Background: an optimization exercise with open tools, aiming at small area, a short achievable clock period and few clock cycles per item. Do not read the settings as production practice.
RTL that was checked went through simulation tests only; none was proved equivalent to the original.
Function not checked in runs 3 to 5: the RTL went through the layout flow alone.

<file path="flow/config.mk">
export PLATFORM = sky130hd
export DESIGN_NAME = huffman_top
export DESIGN_NICKNAME = huffman_top
export VERILOG_FILES = /design/flow/design.v
export SDC_FILE = /design/flow/constraint.sdc
export NUM_CORES = 4
export LEC_CHECK = 0
export CAP_MARGIN = 20
export CORE_MARGIN = 2
export CORE_UTILIZATION = 40
export SLEW_MARGIN = 20
</file>
<file path="flow/constraint.sdc">
create_clock -name core_clock -period 10.0 [get_ports {clk}]
set_input_delay 2.0000 -clock core_clock [delete_from_list [all_inputs] [get_ports {clk}]]
set_output_delay 2.0000 -clock core_clock [all_outputs]
set_load 0.01 [all_outputs]
</file>
<file path="flow/design.v">
module sort (
    in_Aid_all, in_CNT_all,
    out_Aid_all,  out_CNT_all
);
input [47:0]  in_Aid_all;
input [47:0]  in_CNT_all;
output reg [47:0] out_Aid_all;
output reg [47:0] out_CNT_all;
reg [7:0] in_Aid  [5:0];
reg [7:0] in_CNT  [5:0];
reg [7:0] out_Aid [5:0];
reg [7:0] out_CNT [5:0];
always @(*) begin
    {in_Aid[5], in_Aid[4], in_Aid[3], in_Aid[2], in_Aid[1], in_Aid[0]} = in_Aid_all;
    {in_CNT[5], in_CNT[4], in_CNT[3], in_CNT[2], in_CNT[1], in_CNT[0]} = in_CNT_all;
end
wire f0_1 = (in_CNT[0] > in_CNT[1]) ? 1'd1 : 1'd0;
wire f0_2 = (in_CNT[0] > in_CNT[2]) ? 1'd1 : 1'd0;
wire f0_3 = (in_CNT[0] > in_CNT[3]) ? 1'd1 : 1'd0;
wire f0_4 = (in_CNT[0] > in_CNT[4]) ? 1'd1 : 1'd0;
wire f0_5 = (in_CNT[0] > in_CNT[5]) ? 1'd1 : 1'd0;
wire [2:0] addr_0 = f0_1 + f0_2 + f0_3 + f0_4 + f0_5;
wire f1_0 = ~f0_1;
wire f1_2 = (in_CNT[1] > in_CNT[2]) ? 1'd1 : 1'd0;
wire f1_3 = (in_CNT[1] > in_CNT[3]) ? 1'd1 : 1'd0;
wire f1_4 = (in_CNT[1] > in_CNT[4]) ? 1'd1 : 1'd0;
wire f1_5 = (in_CNT[1] > in_CNT[5]) ? 1'd1 : 1'd0;
wire [2:0] addr_1 = f1_0 + f1_2 + f1_3 + f1_4 + f1_5;
wire f2_0 = ~f0_2;
wire f2_1 = ~f1_2;
wire f2_3 = (in_CNT[2] > in_CNT[3]) ? 1'd1 : 1'd0;
wire f2_4 = (in_CNT[2] > in_CNT[4]) ? 1'd1 : 1'd0;
wire f2_5 = (in_CNT[2] > in_CNT[5]) ? 1'd1 : 1'd0;
wire [2:0] addr_2 = f2_0 + f2_1 + f2_3 + f2_4 + f2_5;
wire f3_0 = ~f0_3;
wire f3_1 = ~f1_3;
wire f3_2 = ~f2_3;
wire f3_4 = (in_CNT[3] > in_CNT[4]) ? 1'd1 : 1'd0;
wire f3_5 = (in_CNT[3] > in_CNT[5]) ? 1'd1 : 1'd0;
wire [2:0] addr_3 = f3_0 + f3_1 + f3_2 + f3_4 + f3_5;
wire f4_0 = ~f0_4;
wire f4_1 = ~f1_4;
wire f4_2 = ~f2_4;
wire f4_3 = ~f3_4;
wire f4_5 = (in_CNT[4] > in_CNT[5]) ? 1'd1 : 1'd0;
wire [2:0] addr_4 = f4_0 + f4_1 + f4_2 + f4_3 + f4_5;
wire f5_0 = ~f0_5;
wire f5_1 = ~f1_5;
wire f5_2 = ~f2_5;
wire f5_3 = ~f3_5;
wire f5_4 = ~f4_5;
wire [2:0] addr_5 = f5_0 + f5_1 + f5_2 + f5_3 + f5_4;
always @(*) begin
    out_Aid[0] = 0;
    out_Aid[1] = 0;
    out_Aid[2] = 0;
    out_Aid[3] = 0;
    out_Aid[4] = 0;
    out_Aid[5] = 0;
    out_Aid[addr_0] = in_Aid[0];
    out_Aid[addr_1] = in_Aid[1];
    out_Aid[addr_2] = in_Aid[2];
    out_Aid[addr_3] = in_Aid[3];
    out_Aid[addr_4] = in_Aid[4];
    out_Aid[addr_5] = in_Aid[5];
end
always @(*) begin
    out_CNT[0] = 0;
    out_CNT[1] = 0;
    out_CNT[2] = 0;
    out_CNT[3] = 0;
    out_CNT[4] = 0;
    out_CNT[5] = 0;
    out_CNT[addr_0] = in_CNT[0];
    out_CNT[addr_1] = in_CNT[1];
    out_CNT[addr_2] = in_CNT[2];
    out_CNT[addr_3] = in_CNT[3];
    out_CNT[addr_4] = in_CNT[4];
    out_CNT[addr_5] = in_CNT[5];
end
always @(*) begin
    out_Aid_all = {out_Aid[5], out_Aid[4], out_Aid[3], out_Aid[2], out_Aid[1], out_Aid[0]};
    out_CNT_all = {out_CNT[5], out_CNT[4], out_CNT[3], out_CNT[2], out_CNT[1], out_CNT[0]};
end
endmodule
`timescale 1ns/10ps
module huffman(
    clk,
    reset,
    gray_valid,
    gray_data,
    CNT_valid,
    CNT,
    code_valid,
    HC,
    M,
    in_Aid_all,
    in_CNT_all,
    out_Aid_all,
    out_CNT_all
);
input               clk;
input               reset;
input               gray_valid;
input       [7:0]   gray_data;
output reg          CNT_valid;
output reg  [47:0]  CNT;
output reg          code_valid;
output reg  [47:0]  HC;
output reg  [47:0]  M;
reg [2:0] state, next_state;     
reg [7:0] phase, next_phase;     
reg [7:0] mask [0:5];
reg [7:0] huff_code [0:5];
reg [3:0] ID [0:5];
localparam MAX = 8'd127;
localparam Aid_MAX = 8'd5;
output reg [47:0]   in_Aid_all;
output reg [47:0]   in_CNT_all;
input      [47:0]   out_Aid_all;
input      [47:0]   out_CNT_all;
reg [7:0] in_Aid [5:0];
reg [7:0] in_CNT [5:0];
reg [7:0] out_Aid [5:0];
reg [7:0] out_CNT [5:0];
always @(*) begin
    in_Aid_all = {in_Aid[0], in_Aid[1], in_Aid[2], in_Aid[3], in_Aid[4], in_Aid[5]};
    in_CNT_all = {in_CNT[0], in_CNT[1], in_CNT[2], in_CNT[3], in_CNT[4], in_CNT[5]};
end
always @(*) begin
    {out_Aid[0], out_Aid[1], out_Aid[2], out_Aid[3], out_Aid[4], out_Aid[5]} = out_Aid_all;
    {out_CNT[0], out_CNT[1], out_CNT[2], out_CNT[3], out_CNT[4], out_CNT[5]} = out_CNT_all;
end
always @(*) begin
    CNT = {in_CNT[0], in_CNT[1], in_CNT[2], in_CNT[3], in_CNT[4], in_CNT[5]};
end
localparam IDLE     = 2'd0;
localparam SORTING  = 2'd1;
localparam CODING = 2'd2;
localparam OUT      = 2'd3;
always @(posedge clk or posedge reset) begin
    if(reset)begin
        state <= IDLE;
        phase <= 'd0;
    end
    else begin
        state <= next_state;
        phase <= next_phase;
    end
end
always @(*) begin
    case(state)
        IDLE: begin
            if(gray_valid) begin
                next_state = SORTING;
            end
            else begin
                next_state = IDLE;
            end
            next_phase = 'd0;
        end
        SORTING: begin
            if(phase == 'd99) begin              
                next_state = CODING;
                next_phase = 'd0;
            end
            else begin
                next_state = SORTING;
                next_phase = phase + 'd1;
            end
        end
        CODING: begin
            if(phase == 'd3) begin
                next_state = OUT;
                next_phase = 'd0;
            end
            else begin
                next_state = CODING;
                next_phase = phase + 'd1;
            end
        end
        OUT: begin
            next_state = IDLE;
            next_phase = 'd0;
        end
        default: begin
            next_state = state;
            next_phase = phase;
        end
    endcase
end
always @(posedge clk or posedge reset) begin
    if(reset) begin
        in_CNT[0] <= 'd0;
        in_CNT[1] <= 'd0;
        in_CNT[2] <= 'd0;
        in_CNT[3] <= 'd0;
        in_CNT[4] <= 'd0;
        in_CNT[5] <= 'd0;
    end
    else if(next_state == SORTING) begin
        case(gray_data)
            'd1: in_CNT[0] <= in_CNT[0] + 'd1;
            'd2: in_CNT[1] <= in_CNT[1] + 'd1;
            'd3: in_CNT[2] <= in_CNT[2] + 'd1;
            'd4: in_CNT[3] <= in_CNT[3] + 'd1;
            'd5: in_CNT[4] <= in_CNT[4] + 'd1;
            'd6: in_CNT[5] <= in_CNT[5] + 'd1;
            default: ;
        endcase
    end
    else if(next_state == CODING || next_state == OUT) begin
        in_CNT[0] <= out_CNT[0];
        in_CNT[1] <= out_CNT[1];
        in_CNT[2] <= out_CNT[2];
        in_CNT[3] <= out_CNT[3];
        in_CNT[4] <= out_CNT[4] + out_CNT[5];
        in_CNT[5] <= MAX;
    end
    else if(state == OUT) begin
        in_CNT[0] <= 'd0;
        in_CNT[1] <= 'd0;
        in_CNT[2] <= 'd0;
        in_CNT[3] <= 'd0;
        in_CNT[4] <= 'd0;
        in_CNT[5] <= 'd0;
    end
    else begin
        in_CNT[0] <= in_CNT[0];
        in_CNT[1] <= in_CNT[1];
        in_CNT[2] <= in_CNT[2];
        in_CNT[3] <= in_CNT[3];
        in_CNT[4] <= in_CNT[4];
        in_CNT[5] <= in_CNT[5];
    end
end
always @(posedge clk or posedge reset) begin
    if(reset) begin
        in_Aid[0] <= 'd5;
        in_Aid[1] <= 'd4;
        in_Aid[2] <= 'd3;
        in_Aid[3] <= 'd2;
        in_Aid[4] <= 'd1;
        in_Aid[5] <= 'd0;
    end
    else if(state == OUT) begin
        in_Aid[0] <= 'd5;
        in_Aid[1] <= 'd4;
        in_Aid[2] <= 'd3;
        in_Aid[3] <= 'd2;
        in_Aid[4] <= 'd1;
        in_Aid[5] <= 'd0;
    end
    else if(next_state == CODING || next_state == OUT) begin
        in_Aid[0] <= out_Aid[0];
        in_Aid[1] <= out_Aid[1];
        in_Aid[2] <= out_Aid[2];
        in_Aid[3] <= out_Aid[3];
        in_Aid[4] <= Aid_MAX + next_phase + 1;
        in_Aid[5] <= MAX;
    end
end
reg [3:0] ID_MAX;
always @(posedge clk or posedge reset) begin
    if(reset) begin
        ID_MAX <= 'd6;
    end
    else if(next_state == CODING || next_state == OUT) begin
        if(ID_MAX == 'd10) begin
            ID_MAX <= 'd6;
        end
        else begin
            ID_MAX <= ID_MAX + 'd1;
        end
    end
    else begin
        ID_MAX <= ID_MAX;
    end
end
always @(posedge clk) begin
    if(next_state == CODING || next_state == OUT) begin
        if((ID[0] == out_Aid[5]) || (ID[0] == out_Aid[4])) ID[0] <= ID_MAX;
        else ID[0] <= ID[0];
        if((ID[1] == out_Aid[5]) || (ID[1] == out_Aid[4])) ID[1] <= ID_MAX;
        else ID[1] <= ID[1];
        if((ID[2] == out_Aid[5]) || (ID[2] == out_Aid[4])) ID[2] <= ID_MAX;
        else ID[2] <= ID[2];
        if((ID[3] == out_Aid[5]) || (ID[3] == out_Aid[4])) ID[3] <= ID_MAX;
        else ID[3] <= ID[3];
        if((ID[4] == out_Aid[5]) || (ID[4] == out_Aid[4])) ID[4] <= ID_MAX;
        else ID[4] <= ID[4];
        if((ID[5] == out_Aid[5]) || (ID[5] == out_Aid[4])) ID[5] <= ID_MAX;
        else ID[5] <= ID[5];
    end
    else begin
        ID[0] <= 'd5;
        ID[1] <= 'd4;
        ID[2] <= 'd3;
        ID[3] <= 'd2;
        ID[4] <= 'd1;
        ID[5] <= 'd0;
    end
end
always @(posedge clk) begin
    if(next_state == CODING || next_state == OUT) begin
        if((ID[0] == out_Aid[5]) || (ID[0] == out_Aid[4])) mask[0] <= (mask[0] << 1) + 'd1;
        else mask[0] <= mask[0];
        if((ID[1] == out_Aid[5]) || (ID[1] == out_Aid[4])) mask[1] <= (mask[1] << 1) + 'd1;
        else mask[1] <= mask[1];
        if((ID[2] == out_Aid[5]) || (ID[2] == out_Aid[4])) mask[2] <= (mask[2] << 1) + 'd1;
        else mask[2] <= mask[2];
        if((ID[3] == out_Aid[5]) || (ID[3] == out_Aid[4])) mask[3] <= (mask[3] << 1) + 'd1;
        else mask[3] <= mask[3];
        if((ID[4] == out_Aid[5]) || (ID[4] == out_Aid[4])) mask[4] <= (mask[4] << 1) + 'd1;
        else mask[4] <= mask[4];
        if((ID[5] == out_Aid[5]) || (ID[5] == out_Aid[4])) mask[5] <= (mask[5] << 1) + 'd1;
        else mask[5] <= mask[5];
    end
    else begin
        mask[0] <= 'd0;
        mask[1] <= 'd0;
        mask[2] <= 'd0;
        mask[3] <= 'd0;
        mask[4] <= 'd0;
        mask[5] <= 'd0;
    end
end
reg [2:0] pointer[0:5];
always @(posedge clk) begin
    if(next_state == CODING || next_state == OUT) begin
        if((ID[0] == out_Aid[5]) || (ID[0] == out_Aid[4])) pointer[0] <= pointer[0] + 1;
        else pointer[0] <= pointer[0];
        if((ID[1] == out_Aid[5]) || (ID[1] == out_Aid[4])) pointer[1] <= pointer[1] + 1;
        else pointer[1] <= pointer[1];
        if((ID[2] == out_Aid[5]) || (ID[2] == out_Aid[4])) pointer[2] <= pointer[2] + 1;
        else pointer[2] <= pointer[2];
        if((ID[3] == out_Aid[5]) || (ID[3] == out_Aid[4])) pointer[3] <= pointer[3] + 1;
        else pointer[3] <= pointer[3];
        if((ID[4] == out_Aid[5]) || (ID[4] == out_Aid[4])) pointer[4] <= pointer[4] + 1;
        else pointer[4] <= pointer[4];
        if((ID[5] == out_Aid[5]) || (ID[5] == out_Aid[4])) pointer[5] <= pointer[5] + 1;
        else pointer[5] <= pointer[5];
    end
    else begin
        pointer[0] <= 'd0;
        pointer[1] <= 'd0;
        pointer[2] <= 'd0;
        pointer[3] <= 'd0;
        pointer[4] <= 'd0;
        pointer[5] <= 'd0;
    end
end
always @(posedge clk) begin
    if(next_state == CODING || next_state == OUT) begin
        if(ID[0] == out_Aid[5]) huff_code[0] <= huff_code[0] + ('d1 << pointer[0]);
        else huff_code[0] <= huff_code[0];
        if(ID[1] == out_Aid[5]) huff_code[1] <= huff_code[1] + ('d1 << pointer[1]);
        else huff_code[1] <= huff_code[1];
        if(ID[2] == out_Aid[5]) huff_code[2] <= huff_code[2] + ('d1 << pointer[2]);
        else huff_code[2] <= huff_code[2];
        if(ID[3] == out_Aid[5]) huff_code[3] <= huff_code[3] + ('d1 << pointer[3]);
        else huff_code[3] <= huff_code[3];
        if(ID[4] == out_Aid[5]) huff_code[4] <= huff_code[4] + ('d1 << pointer[4]);
        else huff_code[4] <= huff_code[4];
        if(ID[5] == out_Aid[5]) huff_code[5] <= huff_code[5] + ('d1 << pointer[5]);
        else huff_code[5] <= huff_code[5];
    end
    else begin
        huff_code[0] <= 'd0;
        huff_code[1] <= 'd0;
        huff_code[2] <= 'd0;
        huff_code[3] <= 'd0;
        huff_code[4] <= 'd0;
        huff_code[5] <= 'd0;
    end
end
always @(*) begin
    if(state == SORTING) begin
        if(phase == 'd99) begin
            CNT_valid = 1;
        end
        else begin
            CNT_valid = 0;
        end
    end
    else begin
        CNT_valid = 0;
    end
end
always @(*) begin
    if(state == OUT) begin
        code_valid = 1;
        HC = {huff_code[0], huff_code[1], huff_code[2], huff_code[3], huff_code[4], huff_code[5]};
        M = {mask[0], mask[1], mask[2], mask[3], mask[4], mask[5]};
    end
    else begin
        code_valid = 0;
        HC = 'd0;
        M = 'd0;
    end
end
endmodule
module huffman_top (
    input         clk,
    input         reset,
    input         gray_valid,
    input  [7:0]  gray_data,
    output        CNT_valid,
    output [47:0] CNT,
    output        code_valid,
    output [47:0] HC,
    output [47:0] M
);
wire [47:0] in_Aid_all;
wire [47:0] in_CNT_all;
wire [47:0] out_Aid_all;
wire [47:0] out_CNT_all;
huffman u_huffman (
    .clk        (clk),
    .reset      (reset),
    .gray_valid (gray_valid),
    .gray_data  (gray_data),
    .CNT_valid  (CNT_valid),
    .CNT        (CNT),
    .code_valid (code_valid),
    .HC         (HC),
    .M          (M),
    .in_Aid_all (in_Aid_all),
    .in_CNT_all (in_CNT_all),
    .out_Aid_all(out_Aid_all),
    .out_CNT_all(out_CNT_all)
);
sort u_sort (
    .in_Aid_all (in_Aid_all),
    .in_CNT_all (in_CNT_all),
    .out_Aid_all(out_Aid_all),
    .out_CNT_all(out_CNT_all)
);
endmodule
</file>
<file path="flow/run.sh">
#!/bin/bash
# synth_recipe.tcl (not shown) runs the flow's synth.tcl, then flattens the netlist and writes it again
# the make line also repeats each setting of config.mk as NAME=value (left out here)
make -C /OpenROAD-flow-scripts/flow DESIGN_CONFIG=/design/flow/config.mk WORK_HOME=/design/flow/orfs CLKGATE_MAP_FILE= SYNTH_SCRIPT=/design/flow/synth_recipe.tcl finish
</file>
==> results of run 1 <==
-- cell families (layout without fill, tap and decap cells) --
group                    count (synthesis)  in the layout
buffers and inverters                  288            360
adder cells (fa/ha/maj)                246            246
AND/OR/NAND/NOR                        853            853
XOR/XNOR                                99             99
flip-flops                             242            242
AO/OA/AOI/OAI                          757            757
multiplexers                           104            104
-- metal layers --
layer  global-route usage, %  up-vias  wire length, um
li1                        -     9479                -
met1                   36.60     9759            32510
met2                   41.80      926            32940
met3                   6.274      167             7289
met4                   8.169        0             2312
met5                       0        -                0
-- state kept, by name, summed over array words and instances (netlist names) --
signal	flops
u_huffman.ID	24
u_huffman.mask	48
u_huffman.phase	8
u_huffman.ID_MAX	4
u_huffman.in_Aid	41
u_huffman.pointer	18
u_huffman.state	3
u_huffman.in_CNT	48
u_huffman.huff_code	48
-- area by class of cell --
| cell class | instances | area (um^2) | area share, % |
|---|---|---|---|
| clock buffer | 43 | 932.1 | 3.844 |
| clock inverter | 13 | 142.6 | 0.5882 |
| sequential | 242 | 5376 | 22.17 |
| multi-input combinational | 2059 | 14700 | 60.63 |
| timing repair buffer | 187 | 1794 | 7.399 |
| inverter | 117 | 441.7 | 1.821 |
| tap | 688 | 860.8 | 3.550 |
-- synthesized netlist by cell type, drive strengths merged (38+ instances only) --
cell / n
nor2: 208
dfrtp: 95
mux2i: 103
nand3: 80
xor2: 51
dfxtp: 138
o21ai: 233
clkbuf: 136
nand2: 184
a221oi: 57
nor3: 49
nor2b: 48
xnor2: 48
o21a: 38
inv: 116
and2: 121
ha: 227
a211oi: 52
a21oi: 175
-- worst paths after layout --
kind / endpoint / slack (ns) / cells past startpoint
worst min register to register: u_huffman.mask[3][7]$_SDFFE_PN0P_ / 0.46 / 2
min in group asynchronous: u_huffman.in_CNT[3][3]$_DFFE_PP0P_ / 1.86 / 2
worst max register to register: u_huffman.in_CNT[4][5]$_DFFE_PP0P_ / 2.31 / 30
worst min-delay path: u_huffman.mask[3][7]$_SDFFE_PN0P_ / 0.46 / 2
worst max-delay path: u_huffman.in_CNT[4][5]$_DFFE_PP0P_ / 2.31 / 30
max in group asynchronous: u_huffman.ID_MAX[0]$_DFFE_PP0P_ / 6.81 / 3
-- worst register-to-register path, delay by kind of cell, from the launching register on --
family                   cells  cell delay (ns)
buffers and inverters        3             0.18
AND/OR/NAND/NOR              6             1.73
XOR/XNOR                     1             0.08
adder cells (fa/ha/maj)      6             2.30
flip-flops                   1             0.74
AO/OA/AOI/OAI               14             2.53
==> flow_summary_export.csv, run 1 <==
group,metric,value,unit
drt,drc,0,
logic_synthesis,synthSimpleGateAreaFrac,21.46,%
global_routing,track_usage,26.80,%
min_path,hp-start,"u_huffman.mask[3][7]$_SDFFE_PN0P_",
logic_synthesis,synth_flop_cell,"dfxtp_1",
cells_and_area,layout_common_cells,"227 x ha_1, 224 x o21ai_0, 200 x nor2_1, 178 x nand2_1, 173 x a21oi_1",
drt,routed_wl,75060,um
logic_synthesis,synth-compound-area-share,23.36,%
worst_setup_path,critPathArrivalTime,8.16,ns
timing,setup_slack,2.312,ns
timing,maxSlewHeadroom,22.88,%
cells_and_area,n_antenna_cell,0,
timing,worstMarginPinSlew,1.154,ns
cells_and_area,fillCellCount,4982,
cells_and_area,finish.utilization,46.24,%
cells_and_area,post_route_cells_drive_above_1_share,6.614,%
logic_synthesis,synth_edf_count,0,
logic_synthesis,synth-xor-area-share,4.091,%
clock_tree,cts_buffer_depth,3,
job,drv_cap,0,
worst_setup_path,worst_ep_required_time,10.48,ns
outcome,status,"no timing/DRC/antenna violations",
logic_synthesis,yosysSeqAreaShare,25.37,%
logic_synthesis,ys_ff_latch,242,
clock_tree,clk_pin_slew,0.07,ns
drt,post_drt_wl_per_cell,22.41,um
worst_setup_path,rr_startpoint,"u_huffman.in_CNT[4][1]$_DFFE_PP0P_",
logic_synthesis,synthArstFlopShare,42.98,%
logic_synthesis,syn_area_per_cell,8.186,um^2
worst_setup_path,cpMostUsedCell,"o21ai_0",
timing,max_clock_freq,0.1301,GHz
die,pin_count,157,
die,die_x,234.2,um
worst_setup_path,path_buf_inv,3,
timing,maxSlewViolCount,0,
global_routing,grt_pass1_vias,19509,
logic_synthesis,synthAdderAreaFrac,15.20,%
clock_tree,htreeDepth,1,
die,die_area,54840,um^2
logic_synthesis,synth_top_cell_by_area,"ha_1",
logic_synthesis,syn_inst,2589,
cells_and_area,mostFrequentLayoutCell,"ha_1",
global_routing,grt-ovfl-total,0,
clock_tree,cts_resized,0,
clock_tree,cts_buffers,30,
global_routing,antenna_found_initial,0,
timing,worst_clock_skew,0.01911,ns
logic_synthesis,synth_top_family_by_area,"compound AO/OA/AOI/OAI gates",
drt,dr.pass1.iters,6,
drt,ant_nets,0,
drt,drt_iter0_drc,1848,
place,io_buffers,156,
place,postPlaceCellArea,23170,um^2
logic_synthesis,yosys_warnings,14,
logic_synthesis,synth_top_area_share,13.40,%
global_routing,grt_max_degree,88,
timing,hold_violations,0,
logic_synthesis,synthDistinctLibCells,96,
cells_and_area,syn2layout_area_growth,14.42,%
clock_tree,cts_sinks,242,
worst_setup_path,crit_path_start_kind,"flop",
die,rows,84,
clock_tree,cts_setup_buffers,0,
logic_synthesis,synth.cell_area,21190,um^2
worst_setup_path,crit_type,"reg2reg",
timing,period_needed,7.688,ns
timing,rsz0062_at_grt,"false",
place,gp_congestion,0.9455,
worst_setup_path,cp_max_fo,17,
worst_setup_path,crit_path_max_incr_delay,0.90,ns
clock_tree,cts_hold_buf,0,
place,dp_cells,3293,
timing,whs,0.4596,ns
worst_setup_path,crit_slowest_cell,"nor3b_2",
die,start_util,40.41,%
place,dp.final_hpwl,53170,um
die,die_h,234.2,um
cells_and_area,final_net_count,2894,
drt,via_count,20331,
worst_setup_path,startpoint,"u_huffman.in_CNT[4][1]$_DFFE_PP0P_",
drt,vias_per_cell,6.071,
timing,setup-violations-final,0,
logic_synthesis,synth.area.mux_share,4.918,%
clock_tree,clk_latency,0.59,ns
clock_tree,cts_tree,"yes",
worst_setup_path,critPathTopFamily,"compound AO/OA/AOI/OAI gates",
place,dp_worst_setup_slack,2.483,ns
clock_tree,root_buffer,"clkbuf_16",
cells_and_area,final_cells,3349,
die,core-area,52450,um^2
cells_and_area,fin_area,24250,um^2
logic_synthesis,yosys-top-cells-area,"ha_1 13%, dfxtp_1 13%, dfrtp_1 11%, o21ai_0 5.3%, mux2i_1 4.9%",
global_routing,grt_pass1_wl,114400,um
worst_setup_path,endpoint_kind,"flop",
timing,setup_tns,0,ns
min_path,min_path_type,"reg2reg",
timing,period_share,76.88,%
Testbench counts, summed over its fixed seeds: cycles 33,920, images 320.
==> run 2, diff against run 1 <==
==> flow/design.v (replaced) <==
module huffman_top (
    input         clk,
    input         reset,
    input         gray_valid,
    input  [7:0]  gray_data,
    output        CNT_valid,
    output [47:0] CNT,
    output        code_valid,
    output [47:0] HC,
    output [47:0] M
);
localparam [3:0] S_CLR  = 4'd0,   
                 S_IDLE = 4'd1,   
                 S_CNT  = 4'd2,   
                 S_S1   = 4'd3,   
                 S_S5   = 4'd7,
                 S_M1   = 4'd8,   
                 S_M5   = 4'd12,
                 S_DONE = 4'd13;  
reg  [3:0] st;
reg        cnt_v, code_v;
reg  [6:0] R [0:5];
reg  [2:0] p [0:5];
reg  [4:0] hc [0:5];
reg  [4:0] mk [0:5];
wire sort  = (st >= S_S1) && (st <= S_S5);
wire merge = (st >= S_M1) && (st <= S_M5);
wire clr   = (st == S_CLR) || (st == S_DONE);
always @(posedge clk or posedge reset) begin
    if (reset) begin
        st     <= S_CLR;
        cnt_v  <= 1'b0;
        code_v <= 1'b0;
    end else begin
        cnt_v  <= (st == S_CNT) && !gray_valid;
        code_v <= (st == S_M5);
        case (st)
            S_CLR:   st <= S_IDLE;
            S_IDLE:  st <= gray_valid ? S_CNT : S_IDLE;
            S_CNT:   st <= gray_valid ? S_CNT : S_S1;
            S_DONE:  st <= S_IDLE;
            default: st <= st + 4'd1;
        endcase
    end
end
wire [6:0] X = (clr ? 7'd0 : R[0]) + (merge ? R[1] : 7'd0);
reg  [7:0] b;
integer m;
always @(*) begin
    b = 8'd0;
    for (m = 1; m <= 5; m = m + 1)
        b[m] = (R[m] < X) || (sort && (m + st < S_S1 + 5));
    if (merge) b[1] = 1'b0;
end
reg  [2:0] q;
always @(*) begin
    q = 3'd0;
    for (m = 1; m <= 5; m = m + 1)
        if (b[m]) q = q + 3'd1;
end
wire [5:0] inc;
genvar g;
generate for (g = 0; g < 6; g = g + 1) begin : sym
    assign inc[g] = gray_valid && (gray_data[2:0] == ((g == 5) ? 3'd1 : g + 2));
end endgenerate
reg [6:0] Rn [0:5];
reg [6:0] r1, r2;
always @(*) begin
    for (m = 0; m < 6; m = m + 1) begin
        r1 = (m < 5) ? R[m + 1] : 7'd127;
        r2 = (m < 4) ? R[m + 2] : 7'd127;
        if (clr)
            Rn[m] = X;
        else if (sort)
            Rn[m] = b[m + 1] ? r1 : (b[m] || m == 0) ? X : R[m];
        else if (merge)
            Rn[m] = b[m + 2] ? r2 : (b[m + 1] || m == 0) ? X : r1;
        else
            Rn[m] = R[m] + inc[m];
    end
end
always @(posedge clk)
    for (m = 0; m < 6; m = m + 1) R[m] <= Rn[m];
integer k;
always @(posedge clk) begin
    for (k = 0; k < 6; k = k + 1) begin
        if (sort)
            p[k] <= (p[k] == 3'd0) ? q : b[p[k]] ? p[k] - 3'd1 : p[k];
        else if (merge)
            p[k] <= (p[k] < 3'd2) ? q : b[p[k]] ? p[k] - 3'd2 : p[k] - 3'd1;
        else
            p[k] <= (k == 0) ? 3'd5 : k - 1;
        if (merge && p[k] < 3'd2) begin
            mk[k] <= {mk[k][3:0], 1'b1};
            hc[k] <= hc[k] | ((p[k] == 3'd0) ? ({mk[k][3:0], 1'b1} & ~mk[k]) : 5'd0);
        end else if (!merge) begin
            mk[k] <= 5'd0;
            hc[k] <= 5'd0;
        end
    end
end
assign CNT_valid  = cnt_v;
assign code_valid = code_v;
assign CNT = {1'b0, R[5], 1'b0, R[0], 1'b0, R[1], 1'b0, R[2], 1'b0, R[3], 1'b0, R[4]};
assign HC  = {3'b0, hc[0], 3'b0, hc[1], 3'b0, hc[2], 3'b0, hc[3], 3'b0, hc[4], 3'b0, hc[5]};
assign M   = {3'b0, mk[0], 3'b0, mk[1], 3'b0, mk[2], 3'b0, mk[3], 3'b0, mk[4], 3'b0, mk[5]};
endmodule
==> flow_summary_export.csv, run 2 <==
group,metric,value,unit
timing,setup_slack,2.627,ns
timing,maxSlewHeadroom,42.91,%
timing,rsz0062_at_grt,"false",
logic_synthesis,synthArstFlopShare,4.762,%
min_path,min_path_type,"reg2reg",
clock_tree,cts_sinks,126,
drt,via_count,8658,
global_routing,track_usage,20.97,%
die,core-area,23470,um^2
logic_synthesis,synth_edf_count,79,
logic_synthesis,yosysMostFrequentCell,"nor2_1",
worst_setup_path,endpoint_kind,"flop",
worst_setup_path,rr_worst_depth,27,
clock_tree,clk_latency,0.43,ns
worst_setup_path,crit_end,"p[4][2]$_DFFE_PP_",
timing,period_needed,7.373,ns
die,die_h,158.7,um
worst_setup_path,crit_type,"reg2reg",
outcome,status,"no timing/DRC/antenna violations",
die,die_area,25200,um^2
cells_and_area,syn2layout_area_growth,18.41,%
place,gp_congestion,0.8383,
cells_and_area,finish.utilization,48.32,%
logic_synthesis,synthDistinctLibCells,78,
place,dp.final_hpwl,18290,um
clock_tree,cts_hold_buf,0,
die,pin_count,157,
global_routing,antenna_found_initial,0,
cells_and_area,top_register,"R",
logic_synthesis,syn_inst,1151,
logic_synthesis,synth_top_family_by_area,"compound AO/OA/AOI/OAI gates",
worst_setup_path,startpoint,"st[0]$_DFF_PP0_",
clock_tree,htreeDepth,4,
cells_and_area,layout_common_cells,"151 x nor2_1, 109 x clkdlybuf4s50_1, 108 x nand2_1, 98 x a21oi_1, 79 x edfxtp_1",
logic_synthesis,yosysSeqAreaShare,34.91,%
worst_setup_path,worst_ep_required_time,10.14,ns
worst_setup_path,crit_path_start_kind,"flop",
drt,post_drt_wl_per_cell,16.88,um
timing,period_share,73.73,%
die,die_x,158.7,um
worst_setup_path,r2r-end,"p[4][2]$_DFFE_PP_",
place,dp_cells,1530,
timing,whs,0.5270,ns
clock_tree,cts_resized,0,
die,start_util,40.80,%
cells_and_area,mostFrequentLayoutCell,"nor2_1",
logic_synthesis,synth_top_cell_by_area,"edfxtp_1",
clock_tree,clk_pin_slew,0.06,ns
cells_and_area,fin_area,11340,um^2
logic_synthesis,synth_flop_cell,"edfxtp_1",
drt,dr.pass1.iters,5,
die,rows,56,
logic_synthesis,syn_area_per_cell,8.321,um^2
clock_tree,cts_buffers,17,
timing,worst_clock_skew,0.01273,ns
logic_synthesis,synth_commonest_cells,"152 x nor2_1, 109 x nand2_1, 98 x a21oi_1",
logic_synthesis,ys_ff_latch,126,
logic_synthesis,yosys_warnings,6,
global_routing,grt_max_degree,57,
job,drv_cap,0,
drt,routed_wl,26370,um
logic_synthesis,synth-compound-area-share,22.59,%
logic_synthesis,synth_top_area_share,24.77,%
cells_and_area,largestRegisters,"R: 42 flops, hc: 30 flops, mk: 30 flops",
logic_synthesis,yosys-top-cells-area,"edfxtp_1 25%, dfxtp_1 8.6%, ha_1 8.1%, nor2_1 6.0%, a21oi_1 5.1%",
timing,max_clock_freq,0.1356,GHz
logic_synthesis,synth.cell_area,9578,um^2
cells_and_area,post_route_cells_drive_above_1_share,6.838,%
min_path,hp-start,"mk[2][0]$_SDFFE_PP1P_",
timing,setup_tns,0,ns
cells_and_area,largest_register_ffs,42,
worst_setup_path,rrSetupSlack,2.63,ns
logic_synthesis,synth.area.mux_share,2.547,%
worst_setup_path,critPathArrivalTime,7.51,ns
logic_synthesis,synthAdderAreaFrac,9.092,%
clock_tree,cts_setup_buffers,0,
timing,maxSlewViolCount,0,
cells_and_area,multi_input_area,5573,um^2
cells_and_area,final_net_count,1304,
logic_synthesis,synthSimpleGateAreaFrac,17.32,%
global_routing,grt_pass1_vias,8382,
global_routing,grt-ovfl-total,0,
timing,worstMarginPinSlew,0.8564,ns
logic_synthesis,synth-xor-area-share,4.873,%
drt,ant_nets,0,
cells_and_area,n_antenna_cell,0,
clock_tree,root_buffer,"clkbuf_16",
drt,vias_per_cell,5.543,
drt,drt_iter0_drc,536,
place,postPlaceCellArea,10750,um^2
cells_and_area,final_cells,1562,
worst_setup_path,rr_startpoint,"st[0]$_DFF_PP0_",
timing,hold_violations,0,
place,io_buffers,109,
worst_setup_path,cp_max_fo,12,
global_routing,grt_pass1_wl,43390,um
clock_tree,cts_buffer_depth,2,
place,dp_worst_setup_slack,2.587,ns
drt,drc,0,
clock_tree,cts_tree,"yes",
cells_and_area,fillCellCount,2281,
timing,setup-violations-final,0,
cells_and_area,register_area,3343,um^2
-- run 2: worst min path at each step --
| stage | endpoint | slack (ns) | cells after the start |
|---|---|---|---|
| CTS | mk[4][0]$_SDFFE_PP1P_ | 0.53 | 2 |
| detailed placement | mk[2][0]$_SDFFE_PP1P_ | 0.53 | 2 |
| global placement | mk[2][0]$_SDFFE_PP1P_ | 0.52 | 2 |
| global route | mk[1][0]$_SDFFE_PP1P_ | 0.56 | 2 |
| finish | mk[2][0]$_SDFFE_PP1P_ | 0.53 | 2 |
| floorplan | mk[1][0]$_SDFFE_PP1P_ | 0.53 | 2 |
-- run 2: kinds of logic after synthesis --
family / count (synthesis)
and+or+nand+nor: 379
AOI/OAI and AO/OA: 336
buffers and inverters: 167
DFF: 126
adders and majority gates: 70
xor gates and xnor gates: 49
muxes: 23
other: 1
-- run 2: final cells by class --
type	count	share of cell area (%)
sequential	126	29.48
clock buffer	18	3.872
tap	319	3.519
clock inverter	14	1.368
timing repair buffer	122	10.48
inverter	64	2.140
multi-input combinational	899	49.14
-- run 2: metal layers --
metal / part of all wire, % / vias to the layer above / GRT usage (%) / wire length (um)
met5: 0 / - / 0 / 0
met4: 1.6 / 0 / 6.339 / 409
met3: 4.5 / 37 / 3.213 / 1197
met2: 48 / 251 / 35.49 / 12610
met1: 46 / 4146 / 27.62 / 12150
li1: - / 4224 / - / -
-- run 2: worst max-delay path, cell delays in order, from the launching register on --
cell and delay, ns:
dfrtp_1 0.46, inv_1 0.13, ha_1 0.28, nand2b_1 0.14
o21a_1 0.34, and2_1 0.19, ha_1 0.20, inv_1 0.07
fa_1 0.39, xnor2_1 0.38, clkinv_1 0.50, ha_1 0.45
o21a_1 0.18, nor2_1 0.08, a21oi_1 0.06, maj3_1 0.37
o2111ai_1 0.18, nand2_1 0.34, ha_1 0.53, inv_1 0.14
xnor2_1 0.16, mux2_2 0.27, ha_1 0.19, nand2_1 0.07
xor2_1 0.27, xnor2_2 0.24, a221oi_1 0.34, o211ai_1 0.11
Testbench counts of run 2, summed over its fixed seeds: cycles 35,840, images 320.
==> run 3, diff against run 2 <==
==> flow/design.v (replaced) <==
module huffman_top (
    input         clk,
    input         reset,
    input         gray_valid,
    input  [7:0]  gray_data,
    output        CNT_valid,
    output [47:0] CNT,
    output        code_valid,
    output [47:0] HC,
    output [47:0] M
);
reg        vld, srt, mrg, clr, cnt_v, code_v, srt_d, mrg_d;
reg  [4:1] F;
always @(posedge clk or posedge reset) begin
    if (reset) begin
        vld <= 1'b0; srt <= 1'b0; mrg <= 1'b0; clr <= 1'b1;
        F <= 4'b0; cnt_v <= 1'b0; code_v <= 1'b0;
        srt_d <= 1'b0; mrg_d <= 1'b0;
    end else begin
        vld    <= gray_valid;
        cnt_v  <= vld && !gray_valid;
        code_v <= mrg && !F[1];
        clr    <= mrg && !F[1];
        srt_d  <= srt;
        mrg_d  <= mrg;
        if (vld && !gray_valid) begin
            srt <= 1'b1;
            F   <= 4'b1111;
        end else if (srt || mrg) begin
            if (!F[1]) begin
                srt <= 1'b0;
                mrg <= srt;
                F   <= {4{srt}};
            end else
                F <= {1'b0, F[4:2]};
        end
    end
end
reg  [6:0] R [0:5];
reg  [2:0] p [0:5];
reg  [4:0] hc [0:5];
reg  [4:0] mk [0:5];
reg  [5:1] bq;
wire [6:0] sum = R[0] + R[1];
wire [6:0] X = ({7{srt}} & R[0]) | ({7{mrg}} & sum);
wire [7:0] b;
assign b[0] = 1'b0;
assign b[1] = srt && (F[1] || R[1] < X);
assign b[2] = (srt && F[2]) || R[2] < X;
assign b[3] = (srt && F[3]) || R[3] < X;
assign b[4] = (srt && F[4]) || R[4] < X;
assign b[5] = R[5] < X;
assign b[6] = 1'b0;
assign b[7] = 1'b0;
wire [5:0] inc;
genvar g;
generate for (g = 0; g < 6; g = g + 1) begin : sym
    assign inc[g] = gray_valid && (gray_data[2:0] == ((g == 5) ? 3'd1 : g + 2));
end endgenerate
integer m;
reg [6:0] r1, r2, ra, rb;
reg       s1, s0;
always @(posedge clk) begin
    for (m = 0; m < 6; m = m + 1) begin
        r1 = (m < 5) ? R[m + 1] : 7'd127;
        r2 = (m < 4) ? R[m + 2] : 7'd127;
        ra = srt ? r1 : r2;
        rb = mrg ? r1 : R[m] + inc[m];
        s1 = (srt && b[m + 1]) || (mrg && b[m + 2]);
        s0 = (srt && b[m]) || (mrg && b[m + 1]) || ((srt || mrg) && m == 0) || clr;
        R[m] <= s1 ? ra : s0 ? X : rb;
    end
    bq <= b[5:1];
end
wire [5:1] t = srt_d ? bq[5:1] : {1'b0, bq[5:2]};
wire [2:0] q = {t[4], t[2] & !t[4], (t[1] & !t[2]) | (t[3] & !t[4]) | t[5]};
integer k;
reg [2:0] pc;
reg       bp;
always @(posedge clk) begin
    for (k = 0; k < 6; k = k + 1) begin
        bp = (p[k] == 3'd0) ? 1'b0 : bq[p[k]];
        if (srt_d)
            pc = (p[k] == 3'd0) ? q : bp ? p[k] - 3'd1 : p[k];
        else if (mrg_d)
            pc = (p[k] < 3'd2) ? q : bp ? p[k] - 3'd2 : p[k] - 3'd1;
        else
            pc = p[k];
        if (srt || mrg)
            p[k] <= pc;
        else
            p[k] <= (k == 0) ? 3'd5 : k - 1;
        if (mrg && pc < 3'd2) begin
            mk[k] <= {mk[k][3:0], 1'b1};
            hc[k] <= hc[k] | ((pc == 3'd0) ? ({mk[k][3:0], 1'b1} & ~mk[k]) : 5'd0);
        end else if (!mrg) begin
            mk[k] <= 5'd0;
            hc[k] <= 5'd0;
        end
    end
end
assign CNT_valid  = cnt_v;
assign code_valid = code_v;
assign CNT = {1'b0, R[5], 1'b0, R[0], 1'b0, R[1], 1'b0, R[2], 1'b0, R[3], 1'b0, R[4]};
assign HC  = {3'b0, hc[0], 3'b0, hc[1], 3'b0, hc[2], 3'b0, hc[3], 3'b0, hc[4], 3'b0, hc[5]};
assign M   = {3'b0, mk[0], 3'b0, mk[1], 3'b0, mk[2], 3'b0, mk[3], 3'b0, mk[4], 3'b0, mk[5]};
endmodule
==> flow_summary_export.csv, run 3 <==
group,metric,value,unit
timing,period_share,42.67,%
timing,whs,0.5270,ns
cells_and_area,syn2layout_area_growth,16.23,%
global_routing,grt-ovfl-total,0,
timing,maxSlewHeadroom,39.56,%
outcome,status,"no timing/DRC/antenna violations",
drt,post_drt_wl_per_cell,18.22,um
job,drv_cap,0,
global_routing,antenna_found_initial,0,
die,die_area,28090,um^2
timing,hold_violations,0,
timing,period_needed,4.267,ns
drt,drt_iter0_drc,792,
logic_synthesis,yosys_warnings,5,
worst_setup_path,cp_max_fo,17,
clock_tree,root_buffer,"clkbuf_16",
global_routing,grt_max_degree,56,
place,dp.final_hpwl,20570,um
clock_tree,cts_resized,0,
place,gp_congestion,0.8645,
worst_setup_path,worst_ep_required_time,10.32,ns
timing,worstMarginPinSlew,0.9038,ns
timing,rsz0062_at_grt,"false",
drt,ant_nets,0,
worst_setup_path,crit_type,"reg2reg",
logic_synthesis,synth_commonest_cells,"72 x ha_1, 71 x dfxtp_1, 71 x nor2_1",
cells_and_area,mostFrequentLayoutCell,"clkdlybuf4s50_1",
logic_synthesis,syn_area_per_cell,8.892,um^2
clock_tree,clk_latency,0.43,ns
logic_synthesis,ys_ff_latch,137,
cells_and_area,n_antenna_cell,0,
logic_synthesis,synth_top_area_share,15.15,%
logic_synthesis,syn_inst,1204,
logic_synthesis,synthDistinctLibCells,95,
logic_synthesis,synth_flop_cell,"dfxtp_1",
drt,via_count,9466,
die,pin_count,157,
timing,max_clock_freq,0.2343,GHz
cells_and_area,layout_common_cells,"109 x clkdlybuf4s50_1, 72 x ha_1, 71 x dfxtp_1, 70 x nor2_1, 69 x nand2_1",
drt,dr.pass1.iters,6,
clock_tree,cts_sinks,137,
worst_setup_path,crit_path_start_kind,"flop",
timing,setup-violations-final,0,
cells_and_area,largestRegisters,"R: 42 flops, hc: 30 flops, mk: 30 flops",
drt,vias_per_cell,5.847,
place,io_buffers,109,
logic_synthesis,synth_top_cell_by_area,"edfxtp_1",
die,die_h,167.6,um
clock_tree,clk_pin_slew,0.07,ns
die,die_x,167.6,um
clock_tree,cts_setup_buffers,0,
logic_synthesis,yosysMostFrequentCell,"ha_1",
drt,routed_wl,29500,um
cells_and_area,top_register,"R",
cells_and_area,post_route_cells_drive_above_1_share,8.178,%
clock_tree,cts_buffers,17,
min_path,min_path_type,"reg2reg",
clock_tree,cts_buffer_depth,2,
cells_and_area,final_net_count,1355,
clock_tree,htreeDepth,4,
logic_synthesis,synth_edf_count,54,
timing,maxSlewViolCount,0,
cells_and_area,fillCellCount,2534,
die,rows,59,
worst_setup_path,critPathArrivalTime,4.59,ns
timing,worst_clock_skew,0.01277,ns
clock_tree,cts_tree,"yes",
logic_synthesis,yosys-top-cells-area,"edfxtp_1 15%, dfxtp_1 13%, ha_1 8.4%, mux2i_1 3.9%, buf_4 2.9%",
die,core-area,26210,um^2
global_routing,grt_pass1_vias,8902,
worst_setup_path,endpoint_kind,"flop",
die,start_util,40.85,%
cells_and_area,largest_register_ffs,42,
global_routing,track_usage,20.81,%
global_routing,grt_pass1_wl,47860,um
logic_synthesis,synth.cell_area,10710,um^2
timing,setup_tns,0,ns
drt,drc,0,
logic_synthesis,synthArstFlopShare,8.759,%
clock_tree,cts_hold_buf,0,
logic_synthesis,yosysSeqAreaShare,31.24,%
[run 3: cell count changes after synthesis, moves of 17 or more]
cell      previous run  this run
dfxtp_1             41        71
nand2_1            109        69
nor2_1             152        71
nor3_1              14        33
a211oi_1            10        27
a21oi_1             98        48
edfxtp_1            79        54
mux2i_1             15        42
[run 3: through the flow]
stage / instances / area, um^2 / util, % / setup WS (ns)
floorplan: 1245 / 10860 / - / 5.977
global placement: 1587 / 11830 / 45.15 / 5.624
detailed placement: 1587 / 11840 / 45.16 / 5.576
CTS: 1619 / 12440 / 47.49 / 5.584
global route: 1619 / 12440 / 47.49 / 5.402
finish: 1619 / 12440 / 47.49 / 5.733
[run 3: cells by family (layout without fill, tap and decap cells)]
| group | after synthesis | count (layout) | share of synthesized area (%) |
|---|---|---|---|
| compound gates | 339 | 339 | 23.40 |
| xor+xnor | 40 | 40 | 3.272 |
| fa+ha+maj | 73 | 73 | 8.601 |
| buf+inv | 179 | 218 | 8.099 |
| flops | 137 | 137 | 31.24 |
| mux | 69 | 69 | 7.292 |
| other cells | 1 | 42 | 0.03503 |
| simple gates | 366 | 366 | 18.07 |
[run 3: layout make-up]
type                       instances  area [um^2]  share of cell area, %
tap                              335        419.2                  3.368
clock buffer                      21        503.0                  4.042
multi-input combinational        929         6651                  53.45
sequential                       137         3347                  26.90
inverter                          67        251.5                  2.021
clock inverter                    11        106.4                 0.8546
timing repair buffer             119         1166                  9.371
[run 3: path summary, 6_finish.rpt]
check,startpoint,end,slack [ns],cells after the start
setup / recovery,R[1][0]$_DFF_P_,R[4][5]$_DFF_P_,5.73,14
setup reg to reg,R[1][0]$_DFF_P_,R[4][5]$_DFF_P_,5.73,14
max in group asynchronous,reset,clr$_DFF_PP1_,7.72,2
hold / removal,mk[5][0]$_SDFFE_PP1N_,mk[5][0]$_SDFFE_PP1N_,0.53,2
hold reg to reg,mk[5][0]$_SDFFE_PP1N_,mk[5][0]$_SDFFE_PP1N_,0.53,2
min in group asynchronous,reset,srt$_DFFE_PP0P_,1.93,2
[run 3: critical path, cell delays in order (launching register included)]
cell and delay (ns):
dfxtp_1 0.37, ha_1 0.25, fa_1 0.42, a21oi_1 0.19, o31ai_1 0.13, nor2b_1 0.12
a22o_1 0.31, inv_1 0.24, ha_1 0.36, o2111ai_1 0.11, a211o_1 0.30, a41o_1 0.33
a31oi_4 0.47, a21boi_2 0.21, a222oi_1 0.38
[run 3: layer usage]
layer / global-route usage [%] / up-vias / routed length (um)
li1: - / 4575 / -
met1: 27.78 / 4589 / 13480
met2: 34.98 / 260 / 14160
met3: 2.978 / 42 / 1269
met4: 6.314 / 0 / 592
met5: 0 / - / 0
==> run 4, diff against run 3 <==
==> flow/flow/run.sh (new file) <==
#!/bin/bash
set -euo pipefail
export BUFFER_PORTS_ARGS="-buffer_cell sky130_fd_sc_hd__buf_1"
bash standard.sh finish > flow.log 2>&1
==> flow/standard.sh (new file) <==
#!/bin/bash
# synth_recipe.tcl (not shown) runs the flow's synth.tcl, then flattens the netlist and writes it again
# the make line also repeats each setting of config.mk as NAME=value (left out here)
make -C /OpenROAD-flow-scripts/flow DESIGN_CONFIG=/design/flow/config.mk WORK_HOME=/design/flow/orfs CLKGATE_MAP_FILE= SYNTH_SCRIPT=/design/flow/synth_recipe.tcl "${@:-finish}"
removed: flow/run.sh
==> flow_summary_export.csv, run 4 <==
group,metric,value,unit
outcome,status,"no timing/DRC/antenna violations",
cells_and_area,final_net_count,1355,
worst_setup_path,crit_slowest_cell,"or2_0",
clock_tree,clk_pin_slew,0.07,ns
timing,worst_clock_skew,0.01292,ns
cells_and_area,post_route_cells_drive_above_1_share,8.178,%
cells_and_area,n_antenna_cell,0,
logic_synthesis,yosysSeqAreaShare,31.24,%
die,rows,59,
drt,dr.pass1.iters,5,
clock_tree,root_buffer,"clkbuf_16",
worst_setup_path,rr_worst_depth,13,
global_routing,grt-ovfl-total,0,
logic_synthesis,synth.cell_area,10710,um^2
logic_synthesis,yosys_warnings,5,
die,start_util,40.85,%
die,die_h,167.6,um
worst_setup_path,cpMostUsedCell,"ha_1",
worst_setup_path,critPathArrivalTime,4.68,ns
clock_tree,htreeDepth,4,
timing,max_clock_freq,0.2285,GHz
logic_synthesis,synth_top_cell_by_area,"edfxtp_1",
place,gp_congestion,0.9077,
die,die_area,28090,um^2
worst_setup_path,worst_ep_required_time,10.30,ns
cells_and_area,largestRegisters,"R: 42 flops, hc: 30 flops, mk: 30 flops",
place,dp_cells,1587,
cells_and_area,largest_register_ffs,42,
worst_setup_path,crit_type,"reg2reg",
logic_synthesis,syn_inst,1204,
worst_setup_path,startpoint,"R[1][5]$_DFF_P_",
worst_setup_path,cp_max_fo,19,
worst_setup_path,crit_path_start_kind,"flop",
drt,via_count,9410,
logic_synthesis,yosys-top-cells-area,"edfxtp_1 15%, dfxtp_1 13%, ha_1 8.4%, mux2i_1 3.9%, buf_4 2.9%",
clock_tree,cts_hold_buf,0,
clock_tree,cts_buffer_depth,2,
worst_setup_path,crit_path_max_incr_delay,0.59,ns
logic_synthesis,synth_commonest_cells,"72 x ha_1, 71 x dfxtp_1, 71 x nor2_1",
min_path,min_path_cells,2,
global_routing,antenna_found_initial,0,
timing,period_needed,4.375,ns
clock_tree,cts_buffers,17,
global_routing,grt_pass1_wl,47110,um
worst_setup_path,path_cells,"ha_1, or3b_2, a311o_1, o311ai_0, a21boi_1, buf_4, ha_1, o2111ai_1, a211o_1, a41o_1, or2_0, o311ai_1, o21ai_0",
worst_setup_path,crit_end,"R[3][1]$_DFF_P_",
logic_synthesis,yosysMostFrequentCell,"ha_1",
cells_and_area,top_register,"R",
drt,post_drt_wl_per_cell,17.86,um
worst_setup_path,worst-path-stages,13,
drt,vias_per_cell,5.812,
cells_and_area,layout_common_cells,"109 x buf_1, 72 x ha_1, 71 x dfxtp_1, 70 x nor2_1, 69 x nand2_1",
clock_tree,cts_setup_buffers,0,
worst_setup_path,rrSetupSlack,5.62,ns
timing,setup_tns,0,ns
timing,setup-violations-final,0,
logic_synthesis,syn_area_per_cell,8.892,um^2
global_routing,grt_max_degree,59,
place,dp.final_hpwl,20280,um
cells_and_area,syn2layout_area_growth,9.992,%
clock_tree,cts_tree,"yes",
worst_setup_path,rr_startpoint,"R[1][5]$_DFF_P_",
die,core-area,26210,um^2
drt,routed_wl,28910,um
logic_synthesis,synthArstFlopShare,8.759,%
drt,ant_nets,0,
worst_setup_path,path_buf_inv,1,
timing,period_share,43.75,%
worst_setup_path,endpoint_kind,"flop",
global_routing,track_usage,20.45,%
drt,drt_iter0_drc,721,
die,pin_count,157,
job,drv_cap,0,
timing,maxSlewHeadroom,31.95,%
timing,rsz0062_at_grt,"false",
cells_and_area,mostFrequentLayoutCell,"buf_1",
clock_tree,clk_latency,0.43,ns
logic_synthesis,synth_top_area_share,15.15,%
logic_synthesis,synth_edf_count,54,
global_routing,grt_pass1_vias,9013,
timing,hold_violations,0,
drt,drc,0,
cells_and_area,fillCellCount,2574,
logic_synthesis,synth_flop_cell,"dfxtp_1",
timing,maxSlewViolCount,0,
logic_synthesis,synthDistinctLibCells,95,
timing,worstMarginPinSlew,1.021,ns
logic_synthesis,ys_ff_latch,137,
min_path,min_path_type,"reg2reg",
die,die_x,167.6,um
cells_and_area,final_cells,1619,
place,io_buffers,109,
clock_tree,cts_resized,0,
clock_tree,cts_sinks,137,
worst_setup_path,r2r-end,"R[3][1]$_DFF_P_",
worst_setup_path,critPathTopFamily,"compound AO/OA/AOI/OAI gates",
==> run 4: cell counts after synthesis <==
No cell type changed its count.
==> run 4: cell families (layout without fill, tap and decap cells) <==
group	after synthesis	in the layout	synth area share, %
and+or+nand+nor	366	366	18.07
other	1	42	0.03503
AOI/OAI and AO/OA	339	339	23.40
adders and majority gates	73	73	8.601
buffers and inverters	179	218	8.099
DFF	137	137	31.24
xor gates and xnor gates	40	40	3.272
muxes	69	69	7.292
==> run 4: metrics by stage <==
step / area, um^2 / utilization (%) / setup slack (ns) / hold WS, ns
5_1_grt: 11780 / 44.94 / 5.262 / 0.5606
4_1_cts: 11780 / 44.94 / 5.614 / 0.5224
3_3_place_gp: 11150 / 42.55 / 5.647 / 0.5108
6_report: 11780 / 44.94 / 5.625 / 0.5208
2_1_floorplan: 10860 / - / 5.977 / 0.3487
3_5_place_dp: 11150 / 42.56 / 5.646 / 0.5117
==> run 4: worst min-delay path by stage <==
stage	start	endpoint	slack, ns
5_1_grt	mk[4][0]$_SDFFE_PP1N_	mk[4][0]$_SDFFE_PP1N_	0.56
6_report	mk[5][0]$_SDFFE_PP1N_	mk[5][0]$_SDFFE_PP1N_	0.52
2_1_floorplan	srt$_DFFE_PP0P_	srt_d$_DFF_PP0_	0.35
3_3_place_gp	mk[5][0]$_SDFFE_PP1N_	mk[5][0]$_SDFFE_PP1N_	0.51
4_1_cts	mk[5][0]$_SDFFE_PP1N_	mk[5][0]$_SDFFE_PP1N_	0.52
3_5_place_dp	mk[5][0]$_SDFFE_PP1N_	mk[5][0]$_SDFFE_PP1N_	0.51
==> run 4: final cells by class <==
cell class | instances | area [um^2] | area share [%]
Multi-Input combinational cell | 929 | 6651 | 56.48
Sequential cell | 137 | 3347 | 28.42
Timing Repair Buffer | 119 | 484.2 | 4.112
Clock buffer | 17 | 425.4 | 3.612
Tap cell | 335 | 419.2 | 3.559
Inverter | 67 | 251.5 | 2.136
Clock inverter | 15 | 197.7 | 1.679
==> run 4: tightest hold or removal path, delay by kind of cell (launching register included) <==
kind / cells / cell delay [ns]
DFF: 1 / 0.33
buffers and inverters: 1 / 0.09
AOI/OAI and AO/OA: 1 / 0.06
==> run 4: layer usage <==
layer | GRT usage (%) | vias up | routed length, um
li1 | - | 4581 | -
met1 | 26.93 | 4538 | 12990
met2 | 34.49 | 261 | 13990
met3 | 3.427 | 30 | 1491
met4 | 6.125 | 0 | 437
met5 | 0 | - | 0
==> run 5, diff against run 4 <==
==> flow/flow/run.sh (replaced) <==
#!/bin/bash
set -euo pipefail
export BUFFER_PORTS_ARGS="-buffer_cell sky130_fd_sc_hd__buf_1"
export SETUP_SLACK_MARGIN=5
bash standard.sh finish > flow.log 2>&1
==> flow_summary_export.csv, run 5 <==
group,metric,value,unit
outcome,status,"no timing/DRC/antenna violations",
clock_tree,cts_tree,"yes",
cells_and_area,largest_register_ffs,42,
global_routing,grt-ovfl-total,0,
drt,dr.pass1.iters,5,
worst_setup_path,critPathArrivalTime,4.68,ns
logic_synthesis,synthArstFlopShare,8.759,%
clock_tree,cts_buffer_depth,2,
cells_and_area,mostFrequentLayoutCell,"buf_1",
timing,whs,0.5208,ns
cells_and_area,layout_common_cells,"109 x buf_1, 72 x ha_1, 71 x dfxtp_1, 70 x nor2_1, 69 x nand2_1",
drt,drc,0,
timing,setup-violations-final,0,
timing,maxSlewHeadroom,31.95,%
die,die_h,167.6,um
clock_tree,cts_sinks,137,
cells_and_area,n_antenna_cell,0,
cells_and_area,largestRegisters,"R: 42 flops, hc: 30 flops, mk: 30 flops",
timing,worst_clock_skew,0.01292,ns
place,postPlaceCellArea,11150,um^2
cells_and_area,fin_area,11780,um^2
drt,via_count,9410,
global_routing,track_usage,20.45,%
logic_synthesis,syn_inst,1204,
worst_setup_path,worst_ep_required_time,10.30,ns
logic_synthesis,syn_area_per_cell,8.892,um^2
timing,max_clock_freq,0.2285,GHz
clock_tree,cts_setup_buffers,0,
die,core-area,26210,um^2
place,io_buffers,109,
worst_setup_path,path_cells,"ha_1, or3b_2, a311o_1, o311ai_0, a21boi_1, buf_4, ha_1, o2111ai_1, a211o_1, a41o_1, or2_0, o311ai_1, o21ai_0",
logic_synthesis,yosys-top-cells-area,"edfxtp_1 15%, dfxtp_1 13%, ha_1 8.4%, mux2i_1 3.9%, buf_4 2.9%",
job,drv_cap,0,
logic_synthesis,synth_top_area_share,15.15,%
die,pin_count,157,
min_path,min_path_type,"reg2reg",
drt,drt_iter0_drc,721,
logic_synthesis,synth_flop_cell,"dfxtp_1",
worst_setup_path,endpoint_kind,"flop",
clock_tree,clk_pin_slew,0.07,ns
worst_setup_path,cpMostUsedCell,"ha_1",
timing,maxSlewViolCount,0,
clock_tree,root_buffer,"clkbuf_16",
cells_and_area,post_route_cells_drive_above_1_share,8.178,%
drt,vias_per_cell,5.812,
logic_synthesis,yosysSeqAreaShare,31.24,%
clock_tree,cts_buffers,17,
worst_setup_path,crit_slowest_cell,"or2_0",
global_routing,grt_max_degree,59,
worst_setup_path,rrSetupSlack,5.62,ns
place,dp.final_hpwl,20280,um
timing,setup_tns,0,ns
place,dp_worst_setup_slack,5.646,ns
clock_tree,cts_resized,0,
clock_tree,htreeDepth,4,
drt,post_drt_wl_per_cell,17.86,um
clock_tree,clk_latency,0.43,ns
timing,hold_violations,0,
cells_and_area,syn2layout_area_growth,9.992,%
logic_synthesis,ys_ff_latch,137,
global_routing,antenna_found_initial,0,
logic_synthesis,yosysMostFrequentCell,"ha_1",
die,start_util,40.85,%
die,die_area,28090,um^2
timing,rsz0062_at_grt,"false",
logic_synthesis,synth.cell_area,10710,um^2
place,gp_congestion,0.9077,
cells_and_area,final_net_count,1355,
worst_setup_path,crit_path_start_kind,"flop",
drt,ant_nets,0,
worst_setup_path,critPathTopFamily,"compound AO/OA/AOI/OAI gates",
die,rows,59,
logic_synthesis,synth_commonest_cells,"72 x ha_1, 71 x dfxtp_1, 71 x nor2_1",
cells_and_area,finish.utilization,44.94,%
die,die_x,167.6,um
cells_and_area,top_register,"R",
logic_synthesis,yosys_warnings,5,
global_routing,grt_pass1_vias,9013,
worst_setup_path,path_buf_inv,1,
logic_synthesis,synth_edf_count,54,
clock_tree,cts_hold_buf,0,
worst_setup_path,cp_max_fo,19,
logic_synthesis,synthDistinctLibCells,95,
drt,routed_wl,28910,um
timing,setup_slack,5.625,ns
global_routing,grt_pass1_wl,47110,um
timing,period_share,43.75,%
worst_setup_path,crit_path_max_incr_delay,0.59,ns
logic_synthesis,synth_top_cell_by_area,"edfxtp_1",
timing,worstMarginPinSlew,1.021,ns
timing,period_needed,4.375,ns
worst_setup_path,crit_type,"reg2reg",
## run 5: kinds of logic after synthesis
group / count (synthesis) / share of synthesized area (%)
AO/OA/AOI/OAI: 339 / 23.40
XOR/XNOR: 40 / 3.272
adder cells (fa/ha/maj): 73 / 8.601
buffers and inverters: 179 / 8.099
flip-flops: 137 / 31.24
multiplexers: 69 / 7.292
other: 1 / 0.03503
AND/OR/NAND/NOR: 366 / 18.07
## run 5: through the flow
| step | std cells |
|---|---|
| floorplan | 1245 |
| finish | 1619 |
| global route | 1619 |
| global placement | 1587 |
| CTS | 1619 |
| detailed placement | 1587 |
## run 5: final cells by class
type	instances	area [um^2]
fill	2574	14430
multi-input combinational	929	6651
timing repair buffer	119	484.2
clock buffer	17	425.4
tap	335	419.2
clock inverter	15	197.7
sequential	137	3347
inverter	67	251.5
## run 5: worst reg2reg max path: cells and delay by family (launching register included)
family                   cells  cell delay [ns]
AO/OA/AOI/OAI                8             1.81
AND/OR/NAND/NOR              2             1.06
flip-flops                   1             0.39
buffers and inverters        1             0.22
adder cells (fa/ha/maj)      2             0.76
## run 5: routing by layer
layer	wire length, um	share of wire (%)	GRT usage [%]	vias up
met3	1491	5.2	3.427	30
met5	0	0	0	-
met4	437	1.5	6.125	0
li1	-	-	-	4581
met1	12990	45	26.93	4538
met2	13990	48	34.49	261
## run 5: final timing paths
| check | from | cells after the start | endpoint |
|---|---|---|---|
| min in group asynchronous | reset | 2 | mrg_d$_DFF_PP0_ |
| worst min-delay path | mk[5][0]$_SDFFE_PP1N_ | 2 | mk[5][0]$_SDFFE_PP1N_ |
| worst min register to register | mk[5][0]$_SDFFE_PP1N_ | 2 | mk[5][0]$_SDFFE_PP1N_ |
| worst max-delay path | R[1][5]$_DFF_P_ | 13 | R[3][1]$_DFF_P_ |
| worst max register to register | R[1][5]$_DFF_P_ | 13 | R[3][1]$_DFF_P_ |
| max in group asynchronous | reset | 2 | clr$_DFF_PP1_ |

[afterwards: timing with drivers on the ports]
Ports are ideal in the flow. The routed layouts listed here were re-timed in OpenROAD. Step 1 sets driving cells, clkbuf_16 on the clock port and buf_2 on the other inputs (assumed; they add their load-dependent delay and slew). Step 2 moves the port delays by t, midway between the first and last clock arrival at a register: inputs arrive t later, outputs are due t later. That takes back most of the time a late clock gives input paths. a / b / c = ideal / step 1 / step 2; a / b = the first two.
| run | t, ns | setup slack, ns | hold WS [ns] |
|---|---|---|---|
| run 1 | 0.641 | 2.312 / 2.312 / 2.312 | 0.460 / 0.460 / 0.460 |
| run 2 | 0.466 | 2.627 / 2.627 / 2.627 | 0.527 / 0.527 / 0.527 |
| run 3 | 0.467 | 5.733 / 5.733 / 5.733 | 0.527 / 0.527 / 0.527 |
| run 4 | 0.470 | 5.625 / 5.625 / 5.625 | 0.521 / 0.521 / 0.521 |
| run 5 | 0.470 | 5.625 / 5.625 / 5.625 | 0.521 / 0.521 / 0.521 |
After both steps setup and hold are still met in every run listed.
